This design comes from an exercise in tuning for small area, a short achievable clock period and few clock cycles on the open sky130 flow, not from production work.
At most, simulation tests tie the RTL to the original design; equivalence was not proved.
For run 1, only the layout was checked, not whether the RTL still works.
Power figures rest on the tool's default switching activity, not on a simulated workload.

===== design/flow/config.mk =====
export PLATFORM = sky130hd
export DESIGN_NAME = TPU
export DESIGN_NICKNAME = TPU
export VERILOG_FILES = /design/flow/design.v
export SDC_FILE = /design/flow/constraint.sdc
export NUM_CORES = 4
export LEC_CHECK = 0
export ABC_CLOCK_PERIOD_IN_PS = 3000
export CAP_MARGIN = 20
export CORE_MARGIN = 2
export CORE_UTILIZATION = 40
export SETUP_SLACK_MARGIN = 5
export SLEW_MARGIN = 20
export SYNTH_HIERARCHICAL = 1
export SYNTH_MINIMUM_KEEP_SIZE = 0

===== design/flow/constraint.sdc =====
create_clock -name core_clock -period 10.0 [get_ports {clk}]
set_input_delay 2.0000 -clock core_clock [delete_from_list [all_inputs] [get_ports {clk}]]
set_output_delay 2.0000 -clock core_clock [all_outputs]
set_load 0.01 [all_outputs]

===== design/flow/design.v =====
module block (
	input             clk,
	input      [7:0]  a,
	input      [7:0]  b,
	input             first,
	output reg [20:0] s,
	output reg [20:0] c
);
	wire [63:0] pp;
	wire [20:0] si = first ? 21'd0 : s;
	wire [20:0] ci = first ? 21'd0 : c;
	genvar i;
	generate for (i = 0; i < 64; i = i + 1) begin : g_pp
		assign pp[i] = a[i / 8] & b[i % 8];
	end endgenerate
	wire ts0;
	wire tc0;
	wire ts1;
	wire tc1;
	wire ts2;
	wire tc2;
	wire ts3;
	wire tc3;
	wire ts4;
	wire tc4;
	wire ts5;
	wire tc5;
	wire ts6;
	wire tc6;
	wire ts7;
	wire tc7;
	wire ts8;
	wire tc8;
	wire ts9;
	wire tc9;
	wire ts10;
	wire tc10;
	wire ts11;
	wire tc11;
	wire ts12;
	wire tc12;
	wire ts13;
	wire tc13;
	wire ts14;
	wire tc14;
	wire ts15;
	wire tc15;
	wire ts16;
	wire tc16;
	wire ts17;
	wire tc17;
	wire ts18;
	wire tc18;
	wire ts19;
	wire tc19;
	wire ts20;
	wire tc20;
	wire ts21;
	wire tc21;
	wire ts22;
	wire tc22;
	wire ts23;
	wire tc23;
	wire ts24;
	wire tc24;
	wire ts25;
	wire tc25;
	wire ts26;
	wire tc26;
	wire ts27;
	wire tc27;
	wire ts28;
	wire tc28;
	wire ts29;
	wire tc29;
	wire ts30;
	wire tc30;
	wire ts31;
	wire tc31;
	wire ts32;
	wire tc32;
	wire ts33;
	wire tc33;
	wire ts34;
	wire tc34;
	wire ts35;
	wire tc35;
	wire ts36;
	wire tc36;
	wire ts37;
	wire tc37;
	wire ts38;
	wire tc38;
	wire ts39;
	wire tc39;
	wire ts40;
	wire tc40;
	wire ts41;
	wire tc41;
	wire ts42;
	wire tc42;
	wire ts43;
	wire tc43;
	wire ts44;
	wire tc44;
	wire ts45;
	wire tc45;
	wire ts46;
	wire tc46;
	wire ts47;
	wire tc47;
	wire ts48;
	wire tc48;
	wire ts49;
	wire tc49;
	wire ts50;
	wire tc50;
	wire ts51;
	wire tc51;
	wire ts52;
	wire tc52;
	wire ts53;
	wire tc53;
	wire ts54;
	wire tc54;
	wire ts55;
	wire tc55;
	wire ts56;
	wire tc56;
	wire ts57;
	wire tc57;
	wire ts58;
	wire tc58;
	wire ts59;
	wire tc59;
	wire ts60;
	wire tc60;
	wire ts61;
	wire tc61;
	wire ts62;
	wire tc62;
	wire ts63;
	wire tc63;
	wire ts64;
	wire tc64;
	wire ts65;
	wire tc65;
	wire ts66;
	wire tc66;
	wire ts67;
	wire tc67;
	wire ts68;
	wire tc68;
	wire ts69;
	wire tc69;
	wire ts70;
	wire tc70;
	wire ts71;
	wire tc71;
	wire ts72;
	wire tc72;
	wire ts73;
	wire tc73;
	wire ts74;
	wire tc74;
	wire ts75;
	wire tc75;
	wire ts76;
	wire tc76;
	ha hts0 (pp[7], pp[14], ts0, tc0);
	ha hts1 (pp[15], pp[22], ts1, tc1);
	ha hts2 (pp[4], pp[11], ts2, tc2);
	fa fts3 (pp[5], pp[12], pp[19], ts3, tc3);
	ha hts4 (pp[26], pp[33], ts4, tc4);
	fa fts5 (pp[6], pp[13], pp[20], ts5, tc5);
	fa fts6 (pp[27], pp[34], pp[41], ts6, tc6);
	ha hts7 (pp[48], si[6], ts7, tc7);
	fa fts8 (pp[21], pp[28], pp[35], ts8, tc8);
	fa fts9 (pp[42], pp[49], pp[56], ts9, tc9);
	fa fts10 (si[7], ci[7], ts0, ts10, tc10);
	fa fts11 (pp[29], pp[36], pp[43], ts11, tc11);
	fa fts12 (pp[50], pp[57], si[8], ts12, tc12);
	fa fts13 (ci[8], ts1, tc0, ts13, tc13);
	fa fts14 (pp[23], pp[30], pp[37], ts14, tc14);
	fa fts15 (pp[44], pp[51], pp[58], ts15, tc15);
	fa fts16 (si[9], ci[9], tc1, ts16, tc16);
	fa fts17 (pp[31], pp[38], pp[45], ts17, tc17);
	fa fts18 (pp[52], pp[59], si[10], ts18, tc18);
	fa fts19 (pp[39], pp[46], pp[53], ts19, tc19);
	ha hts20 (pp[2], pp[9], ts20, tc20);
	fa fts21 (pp[3], pp[10], pp[17], ts21, tc21);
	ha hts22 (pp[24], si[3], ts22, tc22);
	fa fts23 (pp[18], pp[25], pp[32], ts23, tc23);
	fa fts24 (si[4], ci[4], ts2, ts24, tc24);
	fa fts25 (pp[40], si[5], ci[5], ts25, tc25);
	fa fts26 (ts3, ts4, tc2, ts26, tc26);
	fa fts27 (ci[6], ts5, ts6, ts27, tc27);
	fa fts28 (ts7, tc3, tc4, ts28, tc28);
	fa fts29 (ts8, ts9, ts10, ts29, tc29);
	fa fts30 (tc5, tc6, tc7, ts30, tc30);
	fa fts31 (ts11, ts12, ts13, ts31, tc31);
	fa fts32 (tc8, tc9, tc10, ts32, tc32);
	fa fts33 (ts14, ts15, ts16, ts33, tc33);
	fa fts34 (tc11, tc12, tc13, ts34, tc34);
	fa fts35 (ci[10], ts17, ts18, ts35, tc35);
	fa fts36 (tc14, tc15, tc16, ts36, tc36);
	fa fts37 (pp[60], si[11], ci[11], ts37, tc37);
	fa fts38 (ts19, tc17, tc18, ts38, tc38);
	fa fts39 (pp[47], pp[54], pp[61], ts39, tc39);
	fa fts40 (si[12], ci[12], tc19, ts40, tc40);
	fa fts41 (pp[55], pp[62], si[13], ts41, tc41);
	ha hts42 (pp[1], pp[8], ts42, tc42);
	fa fts43 (pp[16], si[2], ci[2], ts43, tc43);
	fa fts44 (ci[3], ts21, ts22, ts44, tc44);
	fa fts45 (ts23, ts24, tc21, ts45, tc45);
	fa fts46 (ts25, ts26, tc23, ts46, tc46);
	fa fts47 (ts27, ts28, tc25, ts47, tc47);
	fa fts48 (ts29, ts30, tc27, ts48, tc48);
	fa fts49 (ts31, ts32, tc29, ts49, tc49);
	fa fts50 (ts33, ts34, tc31, ts50, tc50);
	fa fts51 (ts35, ts36, tc33, ts51, tc51);
	fa fts52 (ts37, ts38, tc35, ts52, tc52);
	fa fts53 (ts39, ts40, tc37, ts53, tc53);
	fa fts54 (ci[13], ts41, tc39, ts54, tc54);
	fa fts55 (pp[63], si[14], ci[14], ts55, tc55);
	ha hts56 (pp[0], si[0], ts56, tc56);
	fa fts57 (si[1], ci[1], ts42, ts57, tc57);
	fa fts58 (ts20, ts43, tc42, ts58, tc58);
	fa fts59 (tc20, ts44, tc43, ts59, tc59);
	fa fts60 (tc22, ts45, tc44, ts60, tc60);
	fa fts61 (tc24, ts46, tc45, ts61, tc61);
	fa fts62 (tc26, ts47, tc46, ts62, tc62);
	fa fts63 (tc28, ts48, tc47, ts63, tc63);
	fa fts64 (tc30, ts49, tc48, ts64, tc64);
	fa fts65 (tc32, ts50, tc49, ts65, tc65);
	fa fts66 (tc34, ts51, tc50, ts66, tc66);
	fa fts67 (tc36, ts52, tc51, ts67, tc67);
	fa fts68 (tc38, ts53, tc52, ts68, tc68);
	fa fts69 (tc40, ts54, tc53, ts69, tc69);
	fa fts70 (tc41, ts55, tc54, ts70, tc70);
	fa fts71 (si[15], ci[15], tc55, ts71, tc71);
	ha hts72 (si[16], ci[16], ts72, tc72);
	ha hts73 (si[17], ci[17], ts73, tc73);
	ha hts74 (si[18], ci[18], ts74, tc74);
	ha hts75 (si[19], ci[19], ts75, tc75);
	ha hts76 (si[20], ci[20], ts76, tc76);
	always @(posedge clk) begin
		s <= {ts76, ts75, ts74, ts73, ts72, ts71, ts70, ts69, ts68, ts67, ts66, ts65, ts64, ts63, ts62, ts61, ts60, ts59, ts58, ts57, ci[0]};
		c <= {tc75, tc74, tc73, tc72, tc71, tc70, tc69, tc68, tc67, tc66, tc65, tc64, tc63, tc62, tc61, tc60, tc59, tc58, tc57, tc56, ts56};
	end
endmodule
module fa (input a, input b, input c, output s, output co);
	assign s = a ^ b ^ c;
	assign co = (a & b) | (a & c) | (b & c);
endmodule
module ha (input a, input b, output s, output co);
	assign s = a ^ b;
	assign co = a & b;
endmodule
module systolic_array (
	input          clk,
	input  [31:0]  a_word,      
	input  [31:0]  b_word,      
	input  [3:0]   first,       
	output [167:0] row0,        
	output [167:0] row1,
	output [167:0] row2,
	output [167:0] row3
);
	reg [31:0] b1, b2, b3;
	reg [7:0]  a1_0;
	reg [7:0]  a2_0, a2_1;
	reg [7:0]  a3_0, a3_1, a3_2;
	always @(posedge clk) begin
		b1 <= b_word;
		b2 <= b1;
		b3 <= b2;
		a1_0 <= a_word[23:16];
		a2_0 <= a_word[15:8];
		a2_1 <= a2_0;
		a3_0 <= a_word[7:0];
		a3_1 <= a3_0;
		a3_2 <= a3_1;
	end
	wire [7:0]  ar [0:3];
	wire [31:0] br [0:3];
	assign ar[0] = a_word[31:24];
	assign ar[1] = a1_0;
	assign ar[2] = a2_1;
	assign ar[3] = a3_2;
	assign br[0] = b_word;
	assign br[1] = b1;
	assign br[2] = b2;
	assign br[3] = b3;
	wire [83:0] rs [0:3];
	wire [83:0] rc [0:3];
	genvar r, c;
	generate
		for (r = 0; r < 4; r = r + 1) begin : g_row
			for (c = 0; c < 4; c = c + 1) begin : g_col
				block P (
					.clk(clk),
					.a(ar[r]),
					.b(br[r][31-8*c -: 8]),
					.first(first[r]),
					.s(rs[r][83-21*c -: 21]),
					.c(rc[r][83-21*c -: 21])
				);
			end
		end
	endgenerate
	assign row0 = {rs[0], rc[0]};
	assign row1 = {rs[1], rc[1]};
	assign row2 = {rs[2], rc[2]};
	assign row3 = {rs[3], rc[3]};
endmodule
module TPU_fsm (
	input             clk,
	input             rst_n,
	input             in_valid,
	input      [7:0]  K,
	input      [7:0]  M,
	input      [7:0]  N,
	output reg        busy,
	output reg [7:0]  A_idx,
	output reg [7:0]  B_idx,
	output reg        fetch_v,      
	output     [3:0]  first_row,    
	output     [3:0]  wr_row,       
	output reg [7:0]  C_idx
);
	reg        act;
	reg [4:0]  k, Km1, Kpm1;
	reg [2:0]  mb, nb, MBm1, NBm1;
	reg [5:0]  Kr, Mr;
	reg [7:0]  abase, bbase;
	reg [4:0]  first_c;    
	reg [5:0]  last_c;
	reg [6:0]  fin_c;
	wire start    = in_valid & ~busy;
	wire tile_end = (k == Kpm1);
	wire mb_end   = (mb == MBm1);
	wire nb_end   = (nb == NBm1);
	reg [4:0]  k_n;
	reg [2:0]  mb_n, nb_n;
	reg [7:0]  a_n, b_n, abase_n, bbase_n;
	always @(*) begin
		k_n = k + 5'd1;
		mb_n = mb;
		nb_n = nb;
		a_n = A_idx + 8'd1;
		b_n = B_idx + 8'd1;
		abase_n = abase;
		bbase_n = bbase;
		if (tile_end) begin
			k_n = 5'd0;
			if (!mb_end) begin
				mb_n = mb + 3'd1;
				abase_n = abase + {2'b0, Kr};
				a_n = abase_n;
				b_n = bbase;
			end else begin
				mb_n = 3'd0;
				nb_n = nb + 3'd1;
				abase_n = 8'd0;
				a_n = 8'd0;
				bbase_n = bbase + {2'b0, Kr};
				b_n = bbase_n;
			end
		end
	end
	wire last_n = (k_n == Km1);
	wire fin_n  = last_n & (mb_n == MBm1) & (nb_n == NBm1);
	wire [4:0] Kin_m1 = K[4:0] - 5'd1;
	always @(posedge clk) begin
		if (!rst_n) begin
			act <= 1'b0;
			busy <= 1'b0;
			fetch_v <= 1'b0;
			first_c[0] <= 1'b0;
			last_c[0] <= 1'b0;
			fin_c[0] <= 1'b0;
		end else if (start) begin
			act <= 1'b1;
			busy <= 1'b1;
			k <= 5'd0;
			mb <= 3'd0;
			nb <= 3'd0;
			Km1 <= Kin_m1;
			Kpm1 <= (K < 8'd4) ? 5'd3 : Kin_m1;
			MBm1 <= (M - 8'd1) >> 2;
			NBm1 <= (N - 8'd1) >> 2;
			Kr <= K[5:0];
			Mr <= M[5:0];
			abase <= 8'd0;
			bbase <= 8'd0;
			A_idx <= 8'd0;
			B_idx <= 8'd0;
			fetch_v <= 1'b1;
			first_c[0] <= 1'b1;
			last_c[0] <= (K == 8'd1);
			fin_c[0] <= (K == 8'd1) & (M <= 8'd4) & (N <= 8'd4);
		end else begin
			if (fin_c[6])
				busy <= 1'b0;
			if (act) begin
				if (tile_end & mb_end & nb_end) begin
					act <= 1'b0;
					fetch_v <= 1'b0;
					first_c[0] <= 1'b0;
					last_c[0] <= 1'b0;
					fin_c[0] <= 1'b0;
				end else begin
					k <= k_n;
					mb <= mb_n;
					nb <= nb_n;
					abase <= abase_n;
					bbase <= bbase_n;
					A_idx <= a_n;
					B_idx <= b_n;
					fetch_v <= (k_n <= Km1);
					first_c[0] <= (k_n == 5'd0);
					last_c[0] <= last_n;
					fin_c[0] <= fin_n;
				end
			end else begin
				fetch_v <= 1'b0;
				first_c[0] <= 1'b0;
				last_c[0] <= 1'b0;
				fin_c[0] <= 1'b0;
			end
		end
	end
	always @(posedge clk) begin
		if (!rst_n) begin
			last_c[5:1] <= 5'd0;
			fin_c[6:1] <= 6'd0;
		end else begin
			last_c[5:1] <= last_c[4:0];
			fin_c[6:1] <= fin_c[5:0];
		end
		first_c[4:1] <= first_c[3:0];
	end
	assign first_row = first_c[4:1];
	assign wr_row    = last_c[5:2];
	reg [7:0] cbn, cbnb;
	reg [2:0] wmb;
	always @(posedge clk) begin
		if (start) begin
			cbn <= 8'd0;
			cbnb <= 8'd0;
			wmb <= 3'd0;
		end else if (last_c[2]) begin
			if (wmb == MBm1) begin
				wmb <= 3'd0;
				cbnb <= cbnb + {2'b0, Mr};
				cbn <= cbnb + {2'b0, Mr};
			end else begin
				wmb <= wmb + 3'd1;
				cbn <= cbn + 8'd4;
			end
		end
		C_idx <= last_c[2] ? cbn : C_idx + 8'd1;
	end
endmodule
module TPU (
	clk,
	rst_n,
	in_valid,
	K,
	M,
	N,
	busy,
	A_index,
	A_data_out,
	B_index,
	B_data_out,
	C_wr_en,
	C_index,
	C_data_in
);
input            clk;
input            rst_n;
input            in_valid;
input  [7:0]     K;
input  [7:0]     M;
input  [7:0]     N;
output           busy;
output [15:0]    A_index;
input  [31:0]    A_data_out;
output [15:0]    B_index;
input  [31:0]    B_data_out;
output reg       C_wr_en;
output [15:0]    C_index;
output [127:0]   C_data_in;
wire [7:0] A_idx, B_idx, C_idx;
wire       fetch_v;
wire [3:0] first_row, wr_row;
TPU_fsm ctrl (
	.clk(clk),
	.rst_n(rst_n),
	.in_valid(in_valid),
	.K(K),
	.M(M),
	.N(N),
	.busy(busy),
	.A_idx(A_idx),
	.B_idx(B_idx),
	.fetch_v(fetch_v),
	.first_row(first_row),
	.wr_row(wr_row),
	.C_idx(C_idx)
);
assign A_index = {8'd0, A_idx};
assign B_index = {8'd0, B_idx};
assign C_index = {8'd0, C_idx};
reg [31:0] a_word, b_word;
always @(posedge clk) begin
	a_word <= fetch_v ? A_data_out : 32'd0;
	b_word <= B_data_out;
end
wire [167:0] row0, row1, row2, row3;
systolic_array sa (
	.clk(clk),
	.a_word(a_word),
	.b_word(b_word),
	.first(first_row),
	.row0(row0),
	.row1(row1),
	.row2(row2),
	.row3(row3)
);
wire [167:0] sel = ({168{wr_row[0]}} & row0) | ({168{wr_row[1]}} & row1) |
                   ({168{wr_row[2]}} & row2) | ({168{wr_row[3]}} & row3);
reg [83:0] c_row;
always @(posedge clk) begin
	if (!rst_n)
		C_wr_en <= 1'b0;
	else
		C_wr_en <= |wr_row;
	c_row[83:63] <= sel[167:147] + sel[83:63];
	c_row[62:42] <= sel[146:126] + sel[62:42];
	c_row[41:21] <= sel[125:105] + sel[41:21];
	c_row[20:0]  <= sel[104:84]  + sel[20:0];
end
assign C_data_in = {11'd0, c_row[83:63], 11'd0, c_row[62:42],
                    11'd0, c_row[41:21], 11'd0, c_row[20:0]};
endmodule

===== design/flow/run.sh =====
#!/bin/bash
# synth_recipe.tcl (not shown) runs the flow's synth.tcl, then flattens the netlist and writes it again
# the make line also repeats each setting of config.mk as NAME=value (left out here)
make -C /OpenROAD-flow-scripts/flow DESIGN_CONFIG=/design/flow/config.mk WORK_HOME=/design/flow/orfs CLKGATE_MAP_FILE= SYNTH_SCRIPT=/design/flow/synth_recipe.tcl finish

==> qor.txt, run 1 <==
run status -> no timing/DRC/antenna violations
post-CTS setup buffer count -> 0
clk root buf -> clkbuf_16
library cells used by synthesis -> 84
Layout Utilization -> 0.455
Most used DFF post-synth -> dfxtp_1
Max-cap violations -> 0
Yosys top cell by area -> fa_1
IO Pins -> 269
largest net degree at the start of global routing -> 87
CTS Buf Count -> 131
Post-Synthesis Cells -> 5762
Slowest-stage cell, CP -> buf_4
fin crit share -> 0.449
worst path required time -> 10.64 ns
final setup fails -> 0
Core ar. -> 167000 um2
syn avg cell area -> 11.7 um2
row cnt -> 150
initial DRC count -> 2543
worst hold path class -> flop to flop
pre-CTS setup slack -> 5.33 ns
die area -> 172000 um2
reg-to-reg startpoint -> ctrl.first_c[2]
Final Non-Filler Cells -> 8277
top cell type's share of synthesized area -> 0.301
GPL Wtd Cong -> 0.864
main combinational cell family by area after synthesis -> adder cells
CTS Sinks -> 1084
Worst-Margin Slew -> 1.16 ns
H-tree depth -> 4
Worst setup SP type -> flop
initial antenna violation count -> 7
IO buf count -> 200
Seq/Total Area, Yosys -> 0.332
Most common cell on crit path -> fa_1
leakage power -> 35.5 nW
drt total wl -> 179 mm
first-pass GRT wire length -> 282 mm
final setup TNS -> 0 ns
FF-to-FF setup slack -> 5.51 ns
grt ovf -> 0
EDFF count, synth -> 71
vias in the first global route -> 47400
Async SR Flop Fraction -> 0
Horiz. Die Dim -> 415 um
Slew Viols, Final -> 0
clk slew on worst S/H paths -> 0.06 ns
post-route ant nets -> 0
pwr dens -> 202 nW/um2
starting density of the core -> 0.404
post-route minimum period -> 4.49 ns
Post-DP HPWL -> 127 mm
drt wl/cell -> 21.6 um
Hold Startpoint -> a_word[7]
Post-Synth Adder-Cell Area -> 0.363
area grow syn2layout -> 12.8%
# DRC -> 0
mux contribution to synthesized area -> 0.00122
Power, Total -> 15.4 mW
Fillers -> 15400
worst reg-to-reg path cell count -> 7
delay-heaviest family, CP -> adder cells
CTS tree -> built
Yosys reg bits -> 1084
WHS Path Cells -> 0
1st-pass router iterations -> 5
Total Routing Usage GR -> 0.211
XOR/XNOR Fraction of Synth Area -> 0.0176
most frequent cells in the layout -> 1074 x and2_1, 1015 x fa_1, 1002 x dfxtp_1, 681 x nor2b_1, 337 x ha_1
fraction of layout cells with a size suffix above 1 -> 0.0539
crit-path max FO -> 84
Clock Latency Late Sink -> 0.79 ns
CTS max path bufs -> 3
WP buf/inv -> 2
CP Class -> flop to flop
Worst EP arrival -> 5.13 ns
dpl cells -> 8033
Worst path max stage delay -> 0.83 ns
Netlist Area Pre-Place -> 67600 um2
Setup crit end kind -> flop
worst-case clock skew -> 0.0349 ns
post-synthesis simple-gate area fraction -> 0.193
Slew Limit Headroom -> 0.224
Compound-Gate Fraction of Synth Area -> 0.0707
hold endpoint -> sa.a3_0[7]
Final Worst Setup Slack -> 5.51 ns
r2r endpoint -> sa.g_row[1].g_col[2].P.s[9]
crit path cell chain -> buf_4 > buf_4 > nor2b_1 > fa_1 > fa_1 > fa_1 > fa_1
RSZ-0062 raised after global routing -> false
Final #Nets -> 7406
vias -> 42400
CTS Hold Bufs -> 0
final hold vios -> 0
Peak VDD IR -> 0.000186 V
synth top area cells -> fa_1 30%, dfxtp_1 30%, and2_1 9.9%
commonest non-fill, non-tap cell in the layout -> and2_1
Achievable Freq -> 0.223 GHz
Ys Warns -> 10
post-cts repair resize count -> 0
die span in y -> 415 um
detail-routed via count per cell -> 5.13
metrics by stage:
stage | hold WS [ns] | cell area, um2
after global routing | 0.326 | 76200
after floorplan | 0.310 | 67800
after detailed placement | 0.312 | 71700
after CTS | 0.324 | 76200
final | 0.323 | 76200
after global placement | 0.310 | 71700
report_power, final:
group	internal, mW	switching [mW]	total (mW)
registers	5.34	0.688	6.03
logic	2.12	2.32	4.44
clock network	2.95	2.00	4.95
worst max-delay path by stage:
stage | startpoint | to | slack, ns | depth (start not counted)
final | ctrl.first_c[2] | sa.g_row[1].g_col[2].P.s[9] | 5.51 | 7
after global routing | ctrl.first_c[2] | sa.g_row[1].g_col[2].P.s[8] | 5.22 | 7
after CTS | ctrl.first_c[2] | sa.g_row[1].g_col[2].P.s[8] | 5.50 | 7
after detailed placement | in_valid | ctrl.A_idx[5] | 5.33 | 5
after global placement | in_valid | ctrl.A_idx[5] | 5.39 | 5
after floorplan | in_valid | ctrl.abase[0] | 6.10 | 3
cell families after synthesis:
| logic type | count (synthesis) |
|---|---|
| adders and majority gates | 1352 |
| other | 1 |
| and+or+nand+nor | 2219 |
| xor gates and xnor gates | 136 |
| AOI/OAI and AO/OA | 663 |
| buffers and inverters | 299 |
| DFF | 1084 |
| muxes | 8 |
per-module statistics from Yosys (local to each module, per instance):
module / cell area [um2] / times used / cells inside
TPU: 11100 / 1 / 1341
TPU_fsm: 6220 / 1 / 613
block: 1520 / 16 / 152
fa: 20.0 / 1008 / 1
ha: 12.5 / 224 / 1
systolic_array: 2880 / 1 / 144
registers in the layout, indices dropped and copies added (netlist names), 32 cells and up:
name	count
sa.b1	32
sa.g_row.g_col.P.c	336
b_word	32
sa.b2	32
sa.b3	32
a_word	32
sa.g_row.g_col.P.s	336
c_row	84
Yosys cell counts (47+ instances only):
library cell / count
nand2_1: 230
xor2_1: 57
a21oi_1: 109
buf_4: 76
a22oi_1: 321
and2_1: 1074
ha_1: 337
o21ai_0: 61
edfxtp_1: 71
nor2b_1: 682
xnor2_1: 79
fa_1: 1015
clkbuf_1: 95
inv_1: 47
buf_2: 66
dfxtp_1: 1013
nor2_1: 94
final cells by class:
type / count / area [um2] / area share
Multi-Input combinational cell: 4446 / 43900 / 0.576
Clock buffer: 176 / 3850 / 0.0505
Timing Repair Buffer: 253 / 2430 / 0.0319
Antenna cell: 9 / 22.5 / 0.000295
Inverter: 47 / 176 / 0.00231
Sequential cell: 1084 / 22400 / 0.294
Tap cell: 2204 / 2760 / 0.0362
Clock inverter: 58 / 644 / 0.00845
routing by layer:
metal  vias up  share of wire  GRT usage
met5         -              0          0
li1      19200              -          -
met4         0          0.031     0.0734
met2       970           0.48      0.352
met1     22000           0.44      0.282
met3       242          0.043     0.0302
==> inputs of run 2 (changes only) <==
--- a/design/flow/design.v
+++ b/design/flow/design.v
@@ -2,10 +2,13 @@
 	input             clk,
 	input      [7:0]  a,
 	input      [7:0]  b,
-	input             first,
+	input             first_in,   
 	output reg [20:0] s,
 	output reg [20:0] c
 );
+	reg first;   
+	always @(posedge clk)
+		first <= first_in;
 	wire [63:0] pp;
 	wire [20:0] si = first ? 21'd0 : s;
 	wire [20:0] ci = first ? 21'd0 : c;
@@ -302,7 +305,7 @@
 					.clk(clk),
 					.a(ar[r]),
 					.b(br[r][31-8*c -: 8]),
-					.first(first[r]),
+					.first_in(first[r]),
 					.s(rs[r][83-21*c -: 21]),
 					.c(rc[r][83-21*c -: 21])
 				);
@@ -334,7 +337,7 @@
 	reg [2:0]  mb, nb, MBm1, NBm1;
 	reg [5:0]  Kr, Mr;
 	reg [7:0]  abase, bbase;
-	reg [4:0]  first_c;    
+	reg [3:0]  first_c;    
 	reg [5:0]  last_c;
 	reg [6:0]  fin_c;
 	wire start    = in_valid & ~busy;
@@ -439,9 +442,9 @@
 			last_c[5:1] <= last_c[4:0];
 			fin_c[6:1] <= fin_c[5:0];
 		end
-		first_c[4:1] <= first_c[3:0];
+		first_c[3:1] <= first_c[2:0];
 	end
-	assign first_row = first_c[4:1];
+	assign first_row = first_c[3:0];
 	assign wr_row    = last_c[5:2];
 	reg [7:0] cbn, cbnb;
 	reg [2:0] wmb;
==> design/flow/flow/run.sh (new file) <==
#!/bin/bash
set -euo pipefail
MARGIN=$(cat flow/margin.txt)
bash standard.sh SETUP_SLACK_MARGIN=$MARGIN finish > standard.log 2>&1
==> design/flow/flow/margin.txt (new file) <==
7.0
==> design/flow/standard.sh (new file) <==
#!/bin/bash
# synth_recipe.tcl (not shown) runs the flow's synth.tcl, then flattens the netlist and writes it again
# the make line also repeats each setting of config.mk as NAME=value (left out here)
make -C /OpenROAD-flow-scripts/flow DESIGN_CONFIG=/design/flow/config.mk WORK_HOME=/design/flow/orfs CLKGATE_MAP_FILE= SYNTH_SCRIPT=/design/flow/synth_recipe.tcl "${@:-finish}"
==> design/flow/config.mk (replaced) <==
export PLATFORM = sky130hd
export DESIGN_NAME = TPU
export DESIGN_NICKNAME = TPU
export VERILOG_FILES = /design/flow/design.v
export SDC_FILE = /design/flow/constraint.sdc
export NUM_CORES = 4
export LEC_CHECK = 0
export CAP_MARGIN = 20
export CORE_MARGIN = 2
export CORE_UTILIZATION = 40
export SLEW_MARGIN = 20
export SYNTH_HIERARCHICAL = 1
export SYNTH_MINIMUM_KEEP_SIZE = 0
removed: design/flow/run.sh
==> qor.txt, run 2 <==
Hold Startpoint -> a_word[21]
Netlist Area Pre-Place -> 67900 um2
pre-CTS setup slack -> 5.58 ns
largest net degree at the start of global routing -> 47
Clock Power Share -> 0.313
Ys Warns -> 10
grt ovf -> 0
initial DRC count -> 3376
initial antenna violation count -> 22
Post-DP HPWL -> 130 mm
Post-Synthesis Cells -> 5760
drt wl/cell -> 24.8 um
WHS Path Cells -> 0
Total Routing Usage GR -> 0.234
delay-heaviest family, CP -> flip-flops
top cells by count, synth -> 1073 x and2_1, 1028 x dfxtp_1, 1015 x fa_1
top cell type's share of synthesized area -> 0.303
Clock Latency Late Sink -> 0.80 ns
starting density of the core -> 0.402
dpl cells -> 8055
Yosys top cell by area -> dfxtp_1
CTS Buf Count -> 132
clk slew on worst S/H paths -> 0.06 ns
crit path to -> A_index[6]
vias -> 45200
Seq/Total Area, Yosys -> 0.335
worst hold path class -> flop to flop
Final Hold Slack -> 0.320 ns
Worst path max stage delay -> 0.47 ns
CTS max path bufs -> 3
commonest non-fill, non-tap cell in the layout -> and2_1
fraction of layout cells with a size suffix above 1 -> 0.187
CTS Hold Bufs -> 0
synth top area cells -> dfxtp_1 30%, fa_1 30%, and2_1 9.9%
WP buf/inv -> 1
# DRC -> 0
Most used DFF post-synth -> dfxtp_1
Final #Nets -> 7648
run status -> no timing/DRC/antenna violations
Slew Limit Headroom -> 0.382
Comb pwr share -> 0.302
Peak VDD IR -> 0.000187 V
Pint -> 10.8 mW
first-pass GRT wire length -> 304 mm
Core ar. -> 169000 um2
FF-to-FF setup slack -> 6.84 ns
CTS tree -> built
final setup fails -> 0
syn avg cell area -> 11.8 um2
Worst setup SP type -> flop
Setup crit end kind -> output pin
Slowest-stage cell, CP -> edfxtp_1
reg-to-reg startpoint -> a_word[26]
vias in the first global route -> 48300
RSZ-0062 raised after global routing -> true
pwr dens -> 195 nW/um2
Critical Path Start -> ctrl.A_idx[6]
Final Non-Filler Cells -> 8552
detail-routed via count per cell -> 5.29
Sw Ratio -> 0.329
die area -> 173000 um2
crit-path max FO -> 3
most frequent cells in the layout -> 1002 x and2_1, 933 x fa_1, 895 x dfxtp_1, 683 x nor2b_1, 267 x ha_1
Worst-Margin Slew -> 0.926 ns
Final Instance Area -> 82500 um2
post-route ant nets -> 0
fin crit share -> 0.344
area grow syn2layout -> 21.6%
CP Class -> flop to output pin
leakage power -> 37.6 nW
CTS Sinks -> 1099
Max-cap violations -> 0
GPL Wtd Cong -> 0.872
Achievable Freq -> 0.291 GHz
Top Registers -> sa.g_row.g_col.P.c x336, sa.g_row.g_col.P.s x336, c_row x84
worst path required time -> 8.00 ns
Async SR Flop Fraction -> 0
IO buf count -> 200
EDFF count, synth -> 71
die span in y -> 416 um
worst reg-to-reg path cell count -> 8
net switching power -> 5.29 mW
Horiz. Die Dim -> 416 um
Power, Total -> 16.1 mW
clk root buf -> clkbuf_16
drt total wl -> 212 mm
Slew Viols, Final -> 0
placed instance area -> 72100 um2
IO Pins -> 269
Stages on worst setup path -> 1
final setup TNS -> 0 ns
H-tree depth -> 4
library cells used by synthesis -> 91
final hold vios -> 0
1st-pass router iterations -> 5
Flop pwr share -> 0.384
Worst EP arrival -> 1.44 ns
post-route minimum period -> 3.44 ns
Yosys reg bits -> 1099
row cnt -> 151
r2r endpoint -> sa.g_row[0].g_col[2].P.s[8]
worst-case clock skew -> 0.0342 ns
Final Worst Setup Slack -> 6.56 ns
Layout Utilization -> 0.488
crit path cell chain -> buf_2
most common cell in the netlist -> and2_1
[run 2: changes by cell type after synthesis, sizes merged, moves of 3 or more]
cell,previous run,this run
nand3,37,31
a211oi,19,22
o21ai,65,59
nand2b,14,10
and3,16,19
clkbuf,96,89
nand2,230,235
dfxtp,1013,1028
xnor2,79,82
[run 2: layer usage]
metal | wire length, um | global-route usage | part of all wire
met1 | 87500 | 0.311 | 0.41
met2 | 100000 | 0.379 | 0.47
met3 | 15900 | 0.0428 | 0.075
met4 | 8430 | 0.0894 | 0.040
met5 | 0 | 0 | 0
[run 2: cells by family (layout without fill, tap and decap cells)]
logic type / count (synthesis) / after routing / synth area share
AND/OR/NAND/NOR: 2209 / 2209 / 0.192
adder cells (fa/ha/maj): 1352 / 1352 / 0.362
flip-flops: 1099 / 1099 / 0.335
AO/OA/AOI/OAI: 662 / 662 / 0.0709
buffers and inverters: 291 / 773 / 0.0217
XOR/XNOR: 138 / 138 / 0.0180
multiplexers: 8 / 8 / 0.00120
other: 1 / 93 / 0.0000553
[run 2: per-module statistics from Yosys, one instance, submodules excluded]
module,cell area (um2),cells inside,times used,flops+latches
systolic_array,2880,144,1,144
block,1540,153,16,43
fa,20.0,1,1008,0
ha,12.5,1,224,0
TPU_fsm,6170,595,1,118
TPU,11100,1341,1,149
[run 2: worst min path at each step]
stage	to	slack (ns)
finish	sa.a1_0[5]	0.32
global route	sa.a2_0[7]	0.32
floorplan	sa.a1_0[0]	0.31
global placement	sa.a1_0[7]	0.31
CTS	sa.a1_0[5]	0.32
detailed placement	sa.a1_0[0]	0.31
[run 2: power groups by stage]
| stage | clock [mW] | sequential, mW | combinational [mW] |
|---|---|---|---|
| 2_1_floorplan | 0 | 5.85 | 3.45 |
| 3_3_place_gp | 0 | 6.21 | 4.35 |
| 3_5_place_dp | 0 | 6.19 | 4.50 |
| 4_1_cts | 5.13 | 6.11 | 4.72 |
| 5_1_grt | 5.30 | 6.25 | 5.53 |
| 6_report | 5.04 | 6.18 | 4.86 |
[run 2: area by class of cell]
class / instances / area (um2)
Antenna cell: 25 / 62.6
Tap cell: 2218 / 2780
Clock buffer: 176 / 3790
Multi-Input combinational cell: 4437 / 45800
Timing Repair Buffer: 487 / 6130
Timing Repair inverter: 2 / 15.0
Fill cell: 14900 / 86400
Clock inverter: 62 / 739
Inverter: 46 / 180
Sequential cell: 1099 / 23000
[run 2: timing repair]
action / CTS / global route
setup endpoints to repair: 479 / 354
pin swaps: 218 / 262
hold endpoints to repair: 0 / 0
cloned: 25 / 15
resized for setup: 899 / 372
setup buffers: 121 / 73
Testbench counts of run 2, summed over its fixed seeds: cycles 19,071.
==> inputs of run 3 (changes only) <==
==> design/flow/flow/margin.txt (replaced) <==
6.5
==> qor.txt, run 3 <==
Ys Warns -> 10
delay-heaviest family, CP -> flip-flops
worst-case clock skew -> 0.0306 ns
Final Non-Filler Cells -> 8334
grt ovf -> 0
dpl cells -> 8056
Worst EP arrival -> 1.44 ns
synth top area cells -> dfxtp_1 30%, fa_1 30%, and2_1 9.9%
clk slew on worst S/H paths -> 0.06 ns
Netlist Area Pre-Place -> 67900 um2
most common cell in the netlist -> and2_1
die area -> 173000 um2
Worst path max stage delay -> 0.48 ns
1st-pass router iterations -> 7
Final Worst Setup Slack -> 6.56 ns
Core ar. -> 169000 um2
Peak VDD IR -> 0.000185 V
crit path cell chain -> buf_2
post-route minimum period -> 3.44 ns
CTS Sinks -> 1099
vias in the first global route -> 47700
Horiz. Die Dim -> 416 um
drt wl/cell -> 21.8 um
most frequent cells in the layout -> 1073 x and2_1, 1013 x fa_1, 1010 x dfxtp_1, 683 x nor2b_1, 337 x ha_1
die span in y -> 416 um
final setup TNS -> 0 ns
Max-cap violations -> 0
Yosys top cell by area -> dfxtp_1
Clock Latency Late Sink -> 0.78 ns
CTS max path bufs -> 3
area grow syn2layout -> 13.4%
# DRC -> 0
fin crit share -> 0.344
first-pass GRT wire length -> 283 mm
CTS tree -> built
vias -> 43100
top cell type's share of synthesized area -> 0.303
GPL Wtd Cong -> 0.867
drt total wl -> 182 mm
worst path required time -> 8.00 ns
Seq/Total Area, Yosys -> 0.335
clk root buf -> clkbuf_16
Post-Synthesis Cells -> 5760
Layout Utilization -> 0.456
final hold vios -> 0
Total Routing Usage GR -> 0.213
EDFF count, synth -> 71
IO buf count -> 200
crit-path max FO -> 4
pwr dens -> 204 nW/um2
Top Registers -> sa.g_row.g_col.P.c x336, sa.g_row.g_col.P.s x336, c_row x84
Slew Limit Headroom -> 0.337
H-tree depth -> 4
top cells by count, synth -> 1073 x and2_1, 1028 x dfxtp_1, 1015 x fa_1
Most used DFF post-synth -> dfxtp_1
initial DRC count -> 2804
Achievable Freq -> 0.291 GHz
pre-CTS setup slack -> 5.00 ns
IO Pins -> 269
CTS Buf Count -> 133
detail-routed via count per cell -> 5.17
Final #Nets -> 7448
Slew Viols, Final -> 0
largest net degree at the start of global routing -> 97
leakage power -> 36.3 nW
run status -> no timing/DRC/antenna violations
placed instance area -> 72000 um2
Setup crit end kind -> output pin
syn avg cell area -> 11.8 um2
Post-DP HPWL -> 128 mm
CTS Hold Bufs -> 0
post-route ant nets -> 0
initial antenna violation count -> 17
worst hold path class -> flop to flop
WP buf/inv -> 1
starting density of the core -> 0.402
Async SR Flop Fraction -> 0
Final Instance Area -> 77000 um2
final setup fails -> 0
library cells used by synthesis -> 91
Yosys reg bits -> 1099
row cnt -> 151
Worst setup SP type -> flop
RSZ-0062 raised after global routing -> true
fraction of layout cells with a size suffix above 1 -> 0.0665
Worst-Margin Slew -> 0.995 ns
Slowest-stage cell, CP -> edfxtp_1
commonest non-fill, non-tap cell in the layout -> and2_1
CP Class -> flop to output pin
Fillers -> 15600
-- run 3: final timing paths --
path / startpoint / endpoint / slack (ns) / cells past startpoint
setup / recovery: ctrl.A_idx[0] / A_index[0] / 6.56 / 1
setup reg to reg: sa.a3_2[4] / sa.g_row[3].g_col[1].P.s[10] / 6.57 / 5
hold / removal: sa.a2_0[6] / sa.a2_1[6] / 0.31 / 0
hold reg to reg: sa.a2_0[6] / sa.a2_1[6] / 0.31 / 0
-- run 3: power by group --
part           switching [mW]  leakage, nW  internal (mW)
sequential              0.664         9.14           5.41
combinational            2.40         24.9           2.16
clock                    2.01         2.25           3.07
total                    5.08         36.3           10.6
-- run 3: layer usage --
layer,up-vias,track usage,routed length (um)
li1,19300,-,-
met3,285,0.0317,9600
met5,-,0,0
met1,22200,0.287,79400
met4,0,0.0692,5500
met2,1236,0.352,87200
-- run 3: kinds of logic after synthesis --
family,synth area share
simple gates,0.192
flops,0.335
mux,0.00120
buf+inv,0.0217
xor+xnor,0.0180
compound gates,0.0709
other cells,0.0000553
fa+ha+maj,0.362
-- run 3: stage by stage --
| step | hold WS (ns) | total power, mW |
|---|---|---|
| after global placement | 0.310 | 10.5 |
| after CTS | 0.309 | 15.9 |
| final | 0.313 | 15.7 |
| after floorplan | 0.310 | 9.29 |
| after detailed placement | 0.312 | 10.7 |
| after global routing | 0.321 | 16.9 |
-- run 3: Yosys stat by module, one instance, submodules excluded --
module          flops+latches  cells
block                      43    153
ha                          0      1
TPU_fsm                   118    595
TPU                       149   1341
systolic_array            144    144
fa                          0      1
-- run 3: cell type report --
cell class                      count  area (um2)  share of cell area
Timing Repair inverter              1        7.51           0.0000975
Clock inverter                     58         777              0.0101
Inverter                           46         180             0.00234
Timing Repair Buffer              285        2630              0.0342
Tap cell                         2218        2780              0.0361
Sequential cell                  1099       22800               0.296
Antenna cell                        9        22.5            0.000293
Clock buffer                      179        3810              0.0495
Multi-Input combinational cell   4439       44000               0.572
-- run 3: what timing repair did --
item                       CTS  global route
pin swaps                    1             5
gates cloned                 2             2
resized for setup          221            22
setup buffers               18            10
setup endpoints to repair  262            76
==> inputs of run 4 (changes only) <==
--- a/design/flow/design.v
+++ b/design/flow/design.v
@@ -10,11 +10,11 @@
 	always @(posedge clk)
 		first <= first_in;
 	wire [63:0] pp;
-	wire [20:0] si = first ? 21'd0 : s;
-	wire [20:0] ci = first ? 21'd0 : c;
+	wire [20:0] si = first ? 21'h1fffff : s;
+	wire [20:0] ci = first ? 21'h1fffff : c;
 	genvar i;
 	generate for (i = 0; i < 64; i = i + 1) begin : g_pp
-		assign pp[i] = a[i / 8] & b[i % 8];
+		assign pp[i] = ~(a[i / 8] & b[i % 8]);
 	end endgenerate
 	wire ts0;
 	wire tc0;
@@ -170,14 +170,14 @@
 	wire tc75;
 	wire ts76;
 	wire tc76;
-	ha hts0 (pp[7], pp[14], ts0, tc0);
-	ha hts1 (pp[15], pp[22], ts1, tc1);
-	ha hts2 (pp[4], pp[11], ts2, tc2);
+	half_adder_n hts0 (pp[7], pp[14], ts0, tc0);
+	half_adder_n hts1 (pp[15], pp[22], ts1, tc1);
+	half_adder_n hts2 (pp[4], pp[11], ts2, tc2);
 	fa fts3 (pp[5], pp[12], pp[19], ts3, tc3);
-	ha hts4 (pp[26], pp[33], ts4, tc4);
+	half_adder_n hts4 (pp[26], pp[33], ts4, tc4);
 	fa fts5 (pp[6], pp[13], pp[20], ts5, tc5);
 	fa fts6 (pp[27], pp[34], pp[41], ts6, tc6);
-	ha hts7 (pp[48], si[6], ts7, tc7);
+	half_adder_n hts7 (pp[48], si[6], ts7, tc7);
 	fa fts8 (pp[21], pp[28], pp[35], ts8, tc8);
 	fa fts9 (pp[42], pp[49], pp[56], ts9, tc9);
 	fa fts10 (si[7], ci[7], ts0, ts10, tc10);
@@ -190,9 +190,9 @@
 	fa fts17 (pp[31], pp[38], pp[45], ts17, tc17);
 	fa fts18 (pp[52], pp[59], si[10], ts18, tc18);
 	fa fts19 (pp[39], pp[46], pp[53], ts19, tc19);
-	ha hts20 (pp[2], pp[9], ts20, tc20);
+	half_adder_n hts20 (pp[2], pp[9], ts20, tc20);
 	fa fts21 (pp[3], pp[10], pp[17], ts21, tc21);
-	ha hts22 (pp[24], si[3], ts22, tc22);
+	half_adder_n hts22 (pp[24], si[3], ts22, tc22);
 	fa fts23 (pp[18], pp[25], pp[32], ts23, tc23);
 	fa fts24 (si[4], ci[4], ts2, ts24, tc24);
 	fa fts25 (pp[40], si[5], ci[5], ts25, tc25);
@@ -212,7 +212,7 @@
 	fa fts39 (pp[47], pp[54], pp[61], ts39, tc39);
 	fa fts40 (si[12], ci[12], tc19, ts40, tc40);
 	fa fts41 (pp[55], pp[62], si[13], ts41, tc41);
-	ha hts42 (pp[1], pp[8], ts42, tc42);
+	half_adder_n hts42 (pp[1], pp[8], ts42, tc42);
 	fa fts43 (pp[16], si[2], ci[2], ts43, tc43);
 	fa fts44 (ci[3], ts21, ts22, ts44, tc44);
 	fa fts45 (ts23, ts24, tc21, ts45, tc45);
@@ -226,7 +226,7 @@
 	fa fts53 (ts39, ts40, tc37, ts53, tc53);
 	fa fts54 (ci[13], ts41, tc39, ts54, tc54);
 	fa fts55 (pp[63], si[14], ci[14], ts55, tc55);
-	ha hts56 (pp[0], si[0], ts56, tc56);
+	half_adder_n hts56 (pp[0], si[0], ts56, tc56);
 	fa fts57 (si[1], ci[1], ts42, ts57, tc57);
 	fa fts58 (ts20, ts43, tc42, ts58, tc58);
 	fa fts59 (tc20, ts44, tc43, ts59, tc59);
@@ -242,11 +242,11 @@
 	fa fts69 (tc40, ts54, tc53, ts69, tc69);
 	fa fts70 (tc41, ts55, tc54, ts70, tc70);
 	fa fts71 (si[15], ci[15], tc55, ts71, tc71);
-	ha hts72 (si[16], ci[16], ts72, tc72);
-	ha hts73 (si[17], ci[17], ts73, tc73);
-	ha hts74 (si[18], ci[18], ts74, tc74);
-	ha hts75 (si[19], ci[19], ts75, tc75);
-	ha hts76 (si[20], ci[20], ts76, tc76);
+	half_adder_n hts72 (si[16], ci[16], ts72, tc72);
+	half_adder_n hts73 (si[17], ci[17], ts73, tc73);
+	half_adder_n hts74 (si[18], ci[18], ts74, tc74);
+	half_adder_n hts75 (si[19], ci[19], ts75, tc75);
+	half_adder_n hts76 (si[20], ci[20], ts76, tc76);
 	always @(posedge clk) begin
 		s <= {ts76, ts75, ts74, ts73, ts72, ts71, ts70, ts69, ts68, ts67, ts66, ts65, ts64, ts63, ts62, ts61, ts60, ts59, ts58, ts57, ci[0]};
 		c <= {tc75, tc74, tc73, tc72, tc71, tc70, tc69, tc68, tc67, tc66, tc65, tc64, tc63, tc62, tc61, tc60, tc59, tc58, tc57, tc56, ts56};
@@ -256,9 +256,15 @@
 	assign s = a ^ b ^ c;
 	assign co = (a & b) | (a & c) | (b & c);
 endmodule
-module ha (input a, input b, output s, output co);
-	assign s = a ^ b;
-	assign co = a & b;
+module half_adder_n (input a, input b, output s, output co);
+	gate_xnor gx (a, b, s);
+	gate_or go (a, b, co);
+endmodule
+module gate_xnor (input a, input b, output y);
+	assign y = ~(a ^ b);
+endmodule
+module gate_or (input a, input b, output y);
+	assign y = a | b;
 endmodule
 module systolic_array (
 	input          clk,
@@ -375,6 +381,7 @@
 	wire last_n = (k_n == Km1);
 	wire fin_n  = last_n & (mb_n == MBm1) & (nb_n == NBm1);
 	wire [4:0] Kin_m1 = K[4:0] - 5'd1;
+	wire final_fetch = tile_end & mb_end & nb_end;
 	always @(posedge clk) begin
 		if (!rst_n) begin
 			act <= 1'b0;
@@ -383,55 +390,54 @@
 			first_c[0] <= 1'b0;
 			last_c[0] <= 1'b0;
 			fin_c[0] <= 1'b0;
-		end else if (start) begin
-			act <= 1'b1;
-			busy <= 1'b1;
+		end else begin
+			if (start)
+				busy <= 1'b1;
+			else if (fin_c[6])
+				busy <= 1'b0;
+			if (start) begin
+				act <= 1'b1;
+				fetch_v <= 1'b1;
+				first_c[0] <= 1'b1;
+				last_c[0] <= (K == 8'd1);
+				fin_c[0] <= (K == 8'd1) & (M <= 8'd4) & (N <= 8'd4);
+			end else if (act & ~final_fetch) begin
+				fetch_v <= (k_n <= Km1);
+				first_c[0] <= (k_n == 5'd0);
+				last_c[0] <= last_n;
+				fin_c[0] <= fin_n;
+			end else begin
+				act <= 1'b0;
+				fetch_v <= 1'b0;
+				first_c[0] <= 1'b0;
+				last_c[0] <= 1'b0;
+				fin_c[0] <= 1'b0;
+			end
+		end
+	end
+	always @(posedge clk) begin
+		if (!busy) begin
 			k <= 5'd0;
 			mb <= 3'd0;
 			nb <= 3'd0;
+			abase <= 8'd0;
+			bbase <= 8'd0;
+			A_idx <= 8'd0;
+			B_idx <= 8'd0;
 			Km1 <= Kin_m1;
 			Kpm1 <= (K < 8'd4) ? 5'd3 : Kin_m1;
 			MBm1 <= (M - 8'd1) >> 2;
 			NBm1 <= (N - 8'd1) >> 2;
 			Kr <= K[5:0];
 			Mr <= M[5:0];
-			abase <= 8'd0;
-			bbase <= 8'd0;
-			A_idx <= 8'd0;
-			B_idx <= 8'd0;
-			fetch_v <= 1'b1;
-			first_c[0] <= 1'b1;
-			last_c[0] <= (K == 8'd1);
-			fin_c[0] <= (K == 8'd1) & (M <= 8'd4) & (N <= 8'd4);
-		end else begin
-			if (fin_c[6])
-				busy <= 1'b0;
-			if (act) begin
-				if (tile_end & mb_end & nb_end) begin
-					act <= 1'b0;
-					fetch_v <= 1'b0;
-					first_c[0] <= 1'b0;
-					last_c[0] <= 1'b0;
-					fin_c[0] <= 1'b0;
-				end else begin
-					k <= k_n;
-					mb <= mb_n;
-					nb <= nb_n;
-					abase <= abase_n;
-					bbase <= bbase_n;
-					A_idx <= a_n;
-					B_idx <= b_n;
-					fetch_v <= (k_n <= Km1);
-					first_c[0] <= (k_n == 5'd0);
-					last_c[0] <= last_n;
-					fin_c[0] <= fin_n;
-				end
-			end else begin
-				fetch_v <= 1'b0;
-				first_c[0] <= 1'b0;
-				last_c[0] <= 1'b0;
-				fin_c[0] <= 1'b0;
-			end
+		end else if (act & ~final_fetch) begin
+			k <= k_n;
+			mb <= mb_n;
+			nb <= nb_n;
+			abase <= abase_n;
+			bbase <= bbase_n;
+			A_idx <= a_n;
+			B_idx <= b_n;
 		end
 	end
 	always @(posedge clk) begin
@@ -449,7 +455,7 @@
 	reg [7:0] cbn, cbnb;
 	reg [2:0] wmb;
 	always @(posedge clk) begin
-		if (start) begin
+		if (!busy) begin
 			cbn <= 8'd0;
 			cbnb <= 8'd0;
 			wmb <= 3'd0;
@@ -541,10 +547,10 @@
 		C_wr_en <= 1'b0;
 	else
 		C_wr_en <= |wr_row;
-	c_row[83:63] <= sel[167:147] + sel[83:63];
-	c_row[62:42] <= sel[146:126] + sel[62:42];
-	c_row[41:21] <= sel[125:105] + sel[41:21];
-	c_row[20:0]  <= sel[104:84]  + sel[20:0];
+	c_row[83:63] <= ~sel[167:147] + ~sel[83:63];
+	c_row[62:42] <= ~sel[146:126] + ~sel[62:42];
+	c_row[41:21] <= ~sel[125:105] + ~sel[41:21];
+	c_row[20:0]  <= ~sel[104:84]  + ~sel[20:0];
 end
 assign C_data_in = {11'd0, c_row[83:63], 11'd0, c_row[62:42],
                     11'd0, c_row[41:21], 11'd0, c_row[20:0]};
==> design/flow/flow/margin.txt (replaced) <==
6.2
--- a/design/flow/config.mk
+++ b/design/flow/config.mk
@@ -8,6 +8,8 @@
 export CAP_MARGIN = 20
 export CORE_MARGIN = 2
 export CORE_UTILIZATION = 40
+export CTS_CLUSTER_DIAMETER = 100
+export CTS_CLUSTER_SIZE = 20
 export SLEW_MARGIN = 20
 export SYNTH_HIERARCHICAL = 1
 export SYNTH_MINIMUM_KEEP_SIZE = 0
==> qor.txt, run 4 <==
GPL Wtd Cong -> 0.878
fin crit share -> 0.375
vias -> 43100
vias in the first global route -> 46300
Max-cap violations -> 0
starting density of the core -> 0.403
leakage power -> 21.2 nW
Comb pwr share -> 0.316
commonest non-fill, non-tap cell in the layout -> nand2_1
post-route minimum period -> 3.75 ns
M2 GR Usage -> 0.333
IO Pins -> 269
detail-routed via count per cell -> 5.24
H-tree depth -> 3
run status -> no timing/DRC/antenna violations
Power, Total -> 13.2 mW
worst path required time -> 8.00 ns
die area -> 170000 um2
clk slew on worst S/H paths -> 0.09 ns
Slew Limit Headroom -> 0.191
worst-case clock skew -> 0.0428 ns
# DRC -> 0
drt total wl -> 177 mm
grt ovf -> 0
Clock Latency Late Sink -> 0.72 ns
net switching power -> 4.63 mW
Achievable Freq -> 0.267 GHz
Flop pwr share -> 0.457
syn avg cell area -> 10.9 um2
area grow syn2layout -> 7.70%
final setup fails -> 0
Core ar. -> 165000 um2
worst hold path class -> flop to flop
clk root buf -> clkbuf_16
Peak VDD IR -> 0.000141 V
Worst setup SP type -> flop
M3 GR Usage -> 0.0437
Netlist Area Pre-Place -> 66500 um2
Slew Viols, Final -> 0
final setup TNS -> 0 ns
pwr dens -> 184 nW/um2
CTS tree -> built
largest net degree at the start of global routing -> 96
Sw Ratio -> 0.351
initial DRC count -> 2972
drt wl/cell -> 21.6 um
Clock Power Share -> 0.227
fraction of layout cells with a size suffix above 1 -> 0.0363
Worst-Margin Slew -> 1.21 ns
RSZ-0062 raised after global routing -> true
crit-path max FO -> 1
Slowest-stage cell, CP -> clkdlybuf4s50_1
most frequent cells in the layout -> 1136 x nand2_1, 1039 x dfxtp_1, 1015 x fa_1, 881 x or2_1, 300 x xnor2_1
WP buf/inv -> 1
initial antenna violation count -> 12
Horiz. Die Dim -> 412 um
die span in y -> 412 um
1st-pass router iterations -> 7
Post-DP HPWL -> 127 mm
Worst path max stage delay -> 0.71 ns
GRT Max-Usage Layer -> met2
Post-Synthesis Cells -> 6113
post-route ant nets -> 0
CP Class -> flop to output pin
CTS Sinks -> 1099
CTS Buf Count -> 69
Top Registers -> sa.g_row.g_col.P.c x336, sa.g_row.g_col.P.s x336, c_row x84
IO buf count -> 200
CTS max path bufs -> 3
Ys Warns -> 10
crit path cell chain -> clkdlybuf4s50_1
delay-heaviest family, CP -> buffers and inverters
GR Layer Usage met1 -> 0.293
final hold vios -> 0
Pint -> 8.58 mW
Final #Nets -> 7232
row cnt -> 149
Total Routing Usage GR -> 0.211
first-pass GRT wire length -> 275 mm
Worst EP arrival -> 1.75 ns
Setup crit end kind -> output pin
==> run 4: power groups by stage <==
stage          clock network, mW  logic, mW  registers, mW
3_3_place_gp                   0       4.00           6.14
6_report                    3.01       4.18           6.04
4_1_cts                     3.11       4.24           6.01
3_5_place_dp                   0       4.17           6.10
5_1_grt                     3.26       4.89           6.10
2_1_floorplan                  0       3.29           5.66
==> run 4: path summary, 6_finish.rpt <==
kind,cells past startpoint,startpoint,end,slack (ns)
worst min-delay path,0,a_word[16],sa.a1_0[0],0.31
worst max register to register,10,ctrl.last_c[5],c_row[83],6.37
worst min register to register,0,a_word[16],sa.a1_0[0],0.31
worst max-delay path,1,c_row[24],C_data_in[35],6.25
==> run 4: what timing repair did <==
item / 4_1_cts / 5_1_grt
endpoints found under the setup margin: 63 / 28
cloned: 0 / 1
hold buffers: 0 / 0
gates resized for setup: 28 / 18
hold endpoints to repair: 0 / 0
pin swaps: 0 / 1
setup buffers: 4 / 4
==> run 4: stage by stage <==
stage | std cells | cell area, um2 | utilization | setup WS [ns] | hold WS (ns)
5_1_grt | 8227 | 71600 | 0.434 | 6.19 | 0.324
4_1_cts | 8221 | 71500 | 0.433 | 6.20 | 0.325
3_5_place_dp | 8122 | 69300 | 0.420 | 5.50 | 0.312
3_3_place_gp | 8122 | 69300 | 0.420 | 5.54 | 0.311
6_report | 8231 | 71700 | 0.434 | 6.25 | 0.314
2_1_floorplan | 6180 | 66800 | - | 6.39 | 0.310
==> run 4: layout make-up <==
type | count | area, um2
Fill cell | 15500 | 93300
Multi-Input combinational cell | 4536 | 41700
Sequential cell | 1099 | 22300
Tap cell | 2189 | 2740
Timing Repair Buffer | 266 | 2690
Clock buffer | 78 | 1790
Clock inverter | 17 | 244
Inverter | 41 | 154
Antenna cell | 5 | 12.5
==> run 4: layer usage <==
layer / vias to the layer above / share of wire
met2: 1384 / 0.46
li1: 19300 / -
met4: 10 / 0.027
met1: 22100 / 0.45
met5: - / 0.00041
met3: 259 / 0.068
Testbench counts of run 4, summed over its fixed seeds: cycles 19,071.
==> inputs of run 5 (changes only) <==
==> design/flow/flow/margin.txt (replaced) <==
6.5
==> qor.txt, run 5 <==
GPL Wtd Cong -> 0.871
Reg area -> 22400 um2
worst-case clock skew -> 0.0373 ns
Slowest-stage cell, CP -> dlygate4sd2_1
Clock Power Share -> 0.227
post-route ant nets -> 0
commonest non-fill, non-tap cell in the layout -> nand2_1
DR top layer -> met5
met3 WL -> 12.4 mm
initial antenna violation count -> 7
Worst EP arrival -> 1.45 ns
r2r endpoint -> sa.g_row[1].g_col[3].P.s[9]
WL met2 -> 81.8 mm
1st-pass router iterations -> 6
syn avg cell area -> 10.9 um2
Clock Latency Late Sink -> 0.71 ns
Max-cap violations -> 0
Sw Ratio -> 0.348
Worst path max stage delay -> 0.43 ns
leakage power -> 21.3 nW
Horiz. Die Dim -> 412 um
clk slew on worst S/H paths -> 0.09 ns
reg-to-reg startpoint -> sa.a1_0[2]
CTS Buf Count -> 69
post-route minimum period -> 3.45 ns
vias in the first global route -> 46300
RSZ-0062 raised after global routing -> false
CTS Hold Bufs -> 0
Slew Limit Headroom -> 0.342
Setup crit end kind -> output pin
final setup TNS -> 0 ns
CP Class -> flop to output pin
worst hold path class -> flop to flop
Top Registers -> sa.g_row.g_col.P.c x336, sa.g_row.g_col.P.s x336, c_row x84
Power, Total -> 13.1 mW
run status -> no timing/DRC/antenna violations
Core ar. -> 165000 um2
crit-path max FO -> 1
WP buf/inv -> 1
initial DRC count -> 3082
largest net degree at the start of global routing -> 58
die area -> 170000 um2
vias -> 43200
starting density of the core -> 0.403
area taken by multi-input logic gates -> 41700 um2
crit path cell chain -> dlygate4sd2_1
row cnt -> 149
Comb pwr share -> 0.316
clk root buf -> clkbuf_16
hold endpoint -> sa.a2_1[7]
net switching power -> 4.58 mW
area grow syn2layout -> 7.89%
most frequent cells in the layout -> 1136 x nand2_1, 1021 x dfxtp_1, 1015 x fa_1, 881 x or2_1, 300 x xnor2_1
Slew Viols, Final -> 0
grt ovf -> 0
final hold vios -> 0
Post-Synthesis Cells -> 6113
Fillers -> 15500
Worst-Margin Slew -> 0.984 ns
Achievable Freq -> 0.290 GHz
fin crit share -> 0.345
worst reg-to-reg path cell count -> 7
first-pass GRT wire length -> 276 mm
Layout Utilization -> 0.435
Hold Startpoint -> sa.a2_0[7]
worst path required time -> 8.00 ns
CTS Sinks -> 1099
drt wl/cell -> 21.5 um
Total Routing Usage GR -> 0.211
fraction of layout cells with a size suffix above 1 -> 0.0430
dpl cells -> 8121
WHS Path Cells -> 0
die span in y -> 412 um
H-tree depth -> 3
Final #Nets -> 7244
CTS max path bufs -> 3
Peak VDD IR -> 0.000146 V
final setup fails -> 0
IO Pins -> 269
CTS tree -> built
Worst setup SP type -> flop
drt total wl -> 177 mm
detail-routed via count per cell -> 5.25
FF-to-FF setup slack -> 6.61 ns
Post-DP HPWL -> 126 mm
delay-heaviest family, CP -> buffers and inverters
Ys Warns -> 10
pwr dens -> 183 nW/um2
Netlist Area Pre-Place -> 66500 um2
Pint -> 8.57 mW
M1 WL -> 79.4 mm
Flop pwr share -> 0.456
IO buf count -> 200
Final Non-Filler Cells -> 8237
# DRC -> 0
-- run 5: cell types whose count changed in the layout (fill, tap and decap cells not counted), moves of 4 or more --
cell             delta
clkbuf_2            +4
dfxtp_2            +13
clkdlybuf4s50_1   -102
buf_6               +4
dfxtp_1            -18
dfxtp_4             +5
dlygate4sd2_1      +95
bufbuf_16           +4
-- run 5: worst max-delay path by stage --
stage	slack (ns)	endpoint	cells past startpoint	from
3_5_place_dp	5.49	c_row[39]	12	ctrl.last_c[3]
3_3_place_gp	5.48	c_row[39]	12	ctrl.last_c[3]
5_1_grt	6.50	C_data_in[84]	1	c_row[62]
4_1_cts	6.48	c_row[39]	11	ctrl.last_c[4]
6_report	6.55	C_data_in[33]	1	c_row[22]
2_1_floorplan	6.49	c_row[39]	15	ctrl.last_c[4]
-- run 5: timing repair --
| item | in CTS | in global routing |
|---|---|---|
| gates cloned | 4 | 2 |
| pin swaps | 0 | 2 |
| resized for setup | 183 | 26 |
| buffers inserted | 11 | 5 |
| setup endpoints to repair | 190 | 41 |
-- run 5: layout make-up --
type | count | area share
diodes | 3 | 0.000105
clock buffers | 79 | 0.0258
clock inverters | 12 | 0.00213
inverters | 41 | 0.00214
multi-input cells | 4536 | 0.581
flip-flops and latches | 1099 | 0.312
well taps | 2189 | 0.0382
repair buffers | 278 | 0.0388
-- run 5: through the flow --
stage | setup WS, ns | hold slack [ns] | cell area (um2)
5_1_grt | 6.50 | 0.306 | 71800
4_1_cts | 6.48 | 0.315 | 71600
3_5_place_dp | 5.49 | 0.312 | 69300
6_report | 6.55 | 0.313 | 71800
3_3_place_gp | 5.48 | 0.310 | 69300
2_1_floorplan | 6.49 | 0.310 | 66800
-- run 5: metal layers --
| layer | track usage | up-vias |
|---|---|---|
| met1 | 0.294 | 22300 |
| met5 | 0 | - |
| li1 | - | 19300 |
| met3 | 0.0459 | 215 |
| met4 | 0.0512 | 12 |
| met2 | 0.335 | 1362 |
-- run 5: power by group through the flow --
stage          clock, mW  combinational [mW]  sequential (mW)
2_1_floorplan          0                3.29             5.66
3_3_place_gp           0                3.99             6.09
3_5_place_dp           0                4.16             6.06
4_1_cts             3.10                4.21             5.97
5_1_grt             3.24                4.85             6.07
6_report            2.99                4.16             6.00
==> inputs of run 6 (changes only) <==
==> design/flow/flow/run.sh (replaced) <==
#!/bin/bash
set -euo pipefail
MARGIN=$(cat flow/margin.txt)
bash standard.sh SETUP_SLACK_MARGIN=$MARGIN \
  "BUFFER_PORTS_ARGS=-inputs -outputs -buffer_cell sky130_fd_sc_hd__buf_2" \
  finish > standard.log 2>&1
==> design/flow/flow/margin.txt (replaced) <==
7.0
==> qor.txt, run 6 <==
run status -> no timing/DRC/antenna violations
IO Pins -> 269
delay-heaviest family, CP -> flip-flops
pwr dens -> 176 nW/um2
clk root buf -> clkbuf_16
initial antenna violation count -> 12
fin crit share -> 0.326
area taken by multi-input logic gates -> 43300 um2
Clock Latency Late Sink -> 0.71 ns
initial DRC count -> 3820
Hold Startpoint -> a_word[3]
commonest non-fill, non-tap cell in the layout -> nand2_1
Stages on worst setup path -> 1
Post-Synthesis Cells -> 6113
WP buf/inv -> 1
Fillers -> 14800
starting density of the core -> 0.403
Worst path max stage delay -> 0.44 ns
Slowest-stage cell, CP -> dfxtp_4
H-tree depth -> 3
RSZ-0062 raised after global routing -> true
worst-case clock skew -> 0.0441 ns
Worst EP arrival -> 1.26 ns
most frequent cells in the layout -> 1080 x nand2_1, 972 x fa_1, 895 x dfxtp_1, 869 x or2_1, 270 x xnor2_1
die area -> 170000 um2
Final Non-Filler Cells -> 8544
worst hold path class -> flop to flop
# DRC -> 0
Horiz. Die Dim -> 412 um
Setup crit end kind -> output pin
reg-to-reg startpoint -> ctrl.last_c[2]
leakage power -> 24.2 nW
drt total wl -> 210 mm
Worst-Margin Slew -> 0.879 ns
crit path cell chain -> buf_6
grt ovf -> 0
r2r endpoint -> c_row[16]
FF-to-FF setup slack -> 6.85 ns
vias in the first global route -> 47500
final hold vios -> 0
Peak VDD IR -> 0.000133 V
Max-cap violations -> 0
first-pass GRT wire length -> 295 mm
CTS max path bufs -> 3
CTS Buf Count -> 68
Total Routing Usage GR -> 0.230
CTS Sinks -> 1099
post-route minimum period -> 3.26 ns
Slew Limit Headroom -> 0.414
final setup TNS -> 0 ns
crit path to -> C_data_in[38]
syn avg cell area -> 10.9 um2
Netlist Area Pre-Place -> 66500 um2
Final Hold Slack -> 0.327 ns
Slew Viols, Final -> 0
Worst setup SP type -> flop
Reg area -> 22600 um2
Post-DP HPWL -> 125 mm
1st-pass router iterations -> 6
Critical Path Start -> c_row[27]
crit-path max FO -> 1
Final #Nets -> 7541
CTS tree -> built
fraction of layout cells with a size suffix above 1 -> 0.183
detail-routed via count per cell -> 5.40
worst reg-to-reg path cell count -> 13
Achievable Freq -> 0.307 GHz
vias -> 46100
die span in y -> 412 um
area grow syn2layout -> 16.6%
GPL Wtd Cong -> 0.861
worst path required time -> 8.00 ns
IO buf count -> 200
row cnt -> 149
Core ar. -> 165000 um2
Top Registers -> sa.g_row.g_col.P.c x336, sa.g_row.g_col.P.s x336, c_row x84
CP Class -> flop to output pin
Power, Total -> 13.6 mW
clk slew on worst S/H paths -> 0.09 ns
largest net degree at the start of global routing -> 75
drt wl/cell -> 24.6 um
dpl cells -> 8116
Ys Warns -> 10
final setup fails -> 0
post-route ant nets -> 0
==> run 6: layout make-up <==
type | count | share of cell area
multi-input cells | 4536 | 0.558
clock inverters | 13 | 0.00255
repair buffers | 576 | 0.0864
flip-flops and latches | 1099 | 0.292
clock buffers | 83 | 0.0239
well taps | 2189 | 0.0353
inverters | 41 | 0.00198
diodes | 7 | 0.000226
==> run 6: metrics by stage <==
| stage | setup slack [ns] | instance area [um2] | util |
|---|---|---|---|
| 6_report | 6.74 | 77600 | 0.470 |
| 5_1_grt | 6.69 | 77600 | 0.470 |
| 4_1_cts | 6.69 | 74500 | 0.451 |
| 3_5_place_dp | 5.49 | 68300 | 0.414 |
| 3_3_place_gp | 5.46 | 68300 | 0.414 |
| 2_1_floorplan | 7.00 | 67100 | - |
==> run 6: worst min path at each step <==
stage,end,depth (start not counted)
after floorplan,sa.a1_0[0],0
after global placement,sa.a3_2[5],0
after detailed placement,sa.a2_0[0],0
after CTS,sa.a1_0[2],0
after global routing,sa.a1_0[6],0
final,sa.a3_0[3],0
==> run 6: metal layers <==
metal | vias up | track usage | share of wire
met3 | 426 | 0.0617 | 0.099
met5 | - | 0 | 0.00042
met1 | 23700 | 0.309 | 0.41
met2 | 2012 | 0.362 | 0.45
li1 | 20000 | - | -
met4 | 14 | 0.0752 | 0.043
==> run 6: repair_timing <==
item                       CTS  global route
pin swaps                  129           354
gates cloned                25            26
resized for setup          482           339
buffers inserted           148           126
hold buffers                 0             0
setup endpoints to repair  478           297
==> run 6: power breakdown <==
| group | internal (mW) | switching [mW] | total [mW] |
|---|---|---|---|
| logic | 2.14 | 2.40 | 4.54 |
| registers | 5.29 | 0.748 | 6.04 |
| clock network | 1.40 | 1.66 | 3.05 |

[port drivers added, routing unchanged]
In the flow no input, the clock included, has a driving cell. The finished layouts below were timed again as built, in two steps.
Step 1 (the two cells are an assumption about what drives the block):
set clk [get_ports {clk}]
set_driving_cell -lib_cell sky130_fd_sc_hd__clkbuf_16 $clk
set_driving_cell -lib_cell sky130_fd_sc_hd__buf_2 [delete_from_list [all_inputs] $clk]
Step 2 also shifts input and output timing later by t, the mid clock arrival at the registers, as if the neighbouring blocks saw the same clock.
Slacks: ideal ports / drivers / drivers and shift; pairs: ideal ports / drivers.
| run | shift t [ns] | setup WS [ns] | worst setup path after step 2 |
|---|---|---|---|
| run 1 | 0.855 | 5.512 / 5.512 / 5.458 | input to register |
| run 2 | 0.860 | 6.562 / 6.480 / 6.251 | input to register |
| run 3 | 0.845 | 6.562 / 6.482 / 5.812 | input to register |
| run 4 | 0.776 | 6.251 / 6.173 / 6.161 | input to register |
| run 5 | 0.779 | 6.547 / 6.465 / 6.090 | input to register |
| run 6 | 0.778 | 6.740 / 6.656 / 6.567 | input to register |
After both steps setup and hold are still met in every run listed. The setup slack of run 3, which loses most, moves by -0.080 ns with the drivers and by -0.750 ns with both steps.
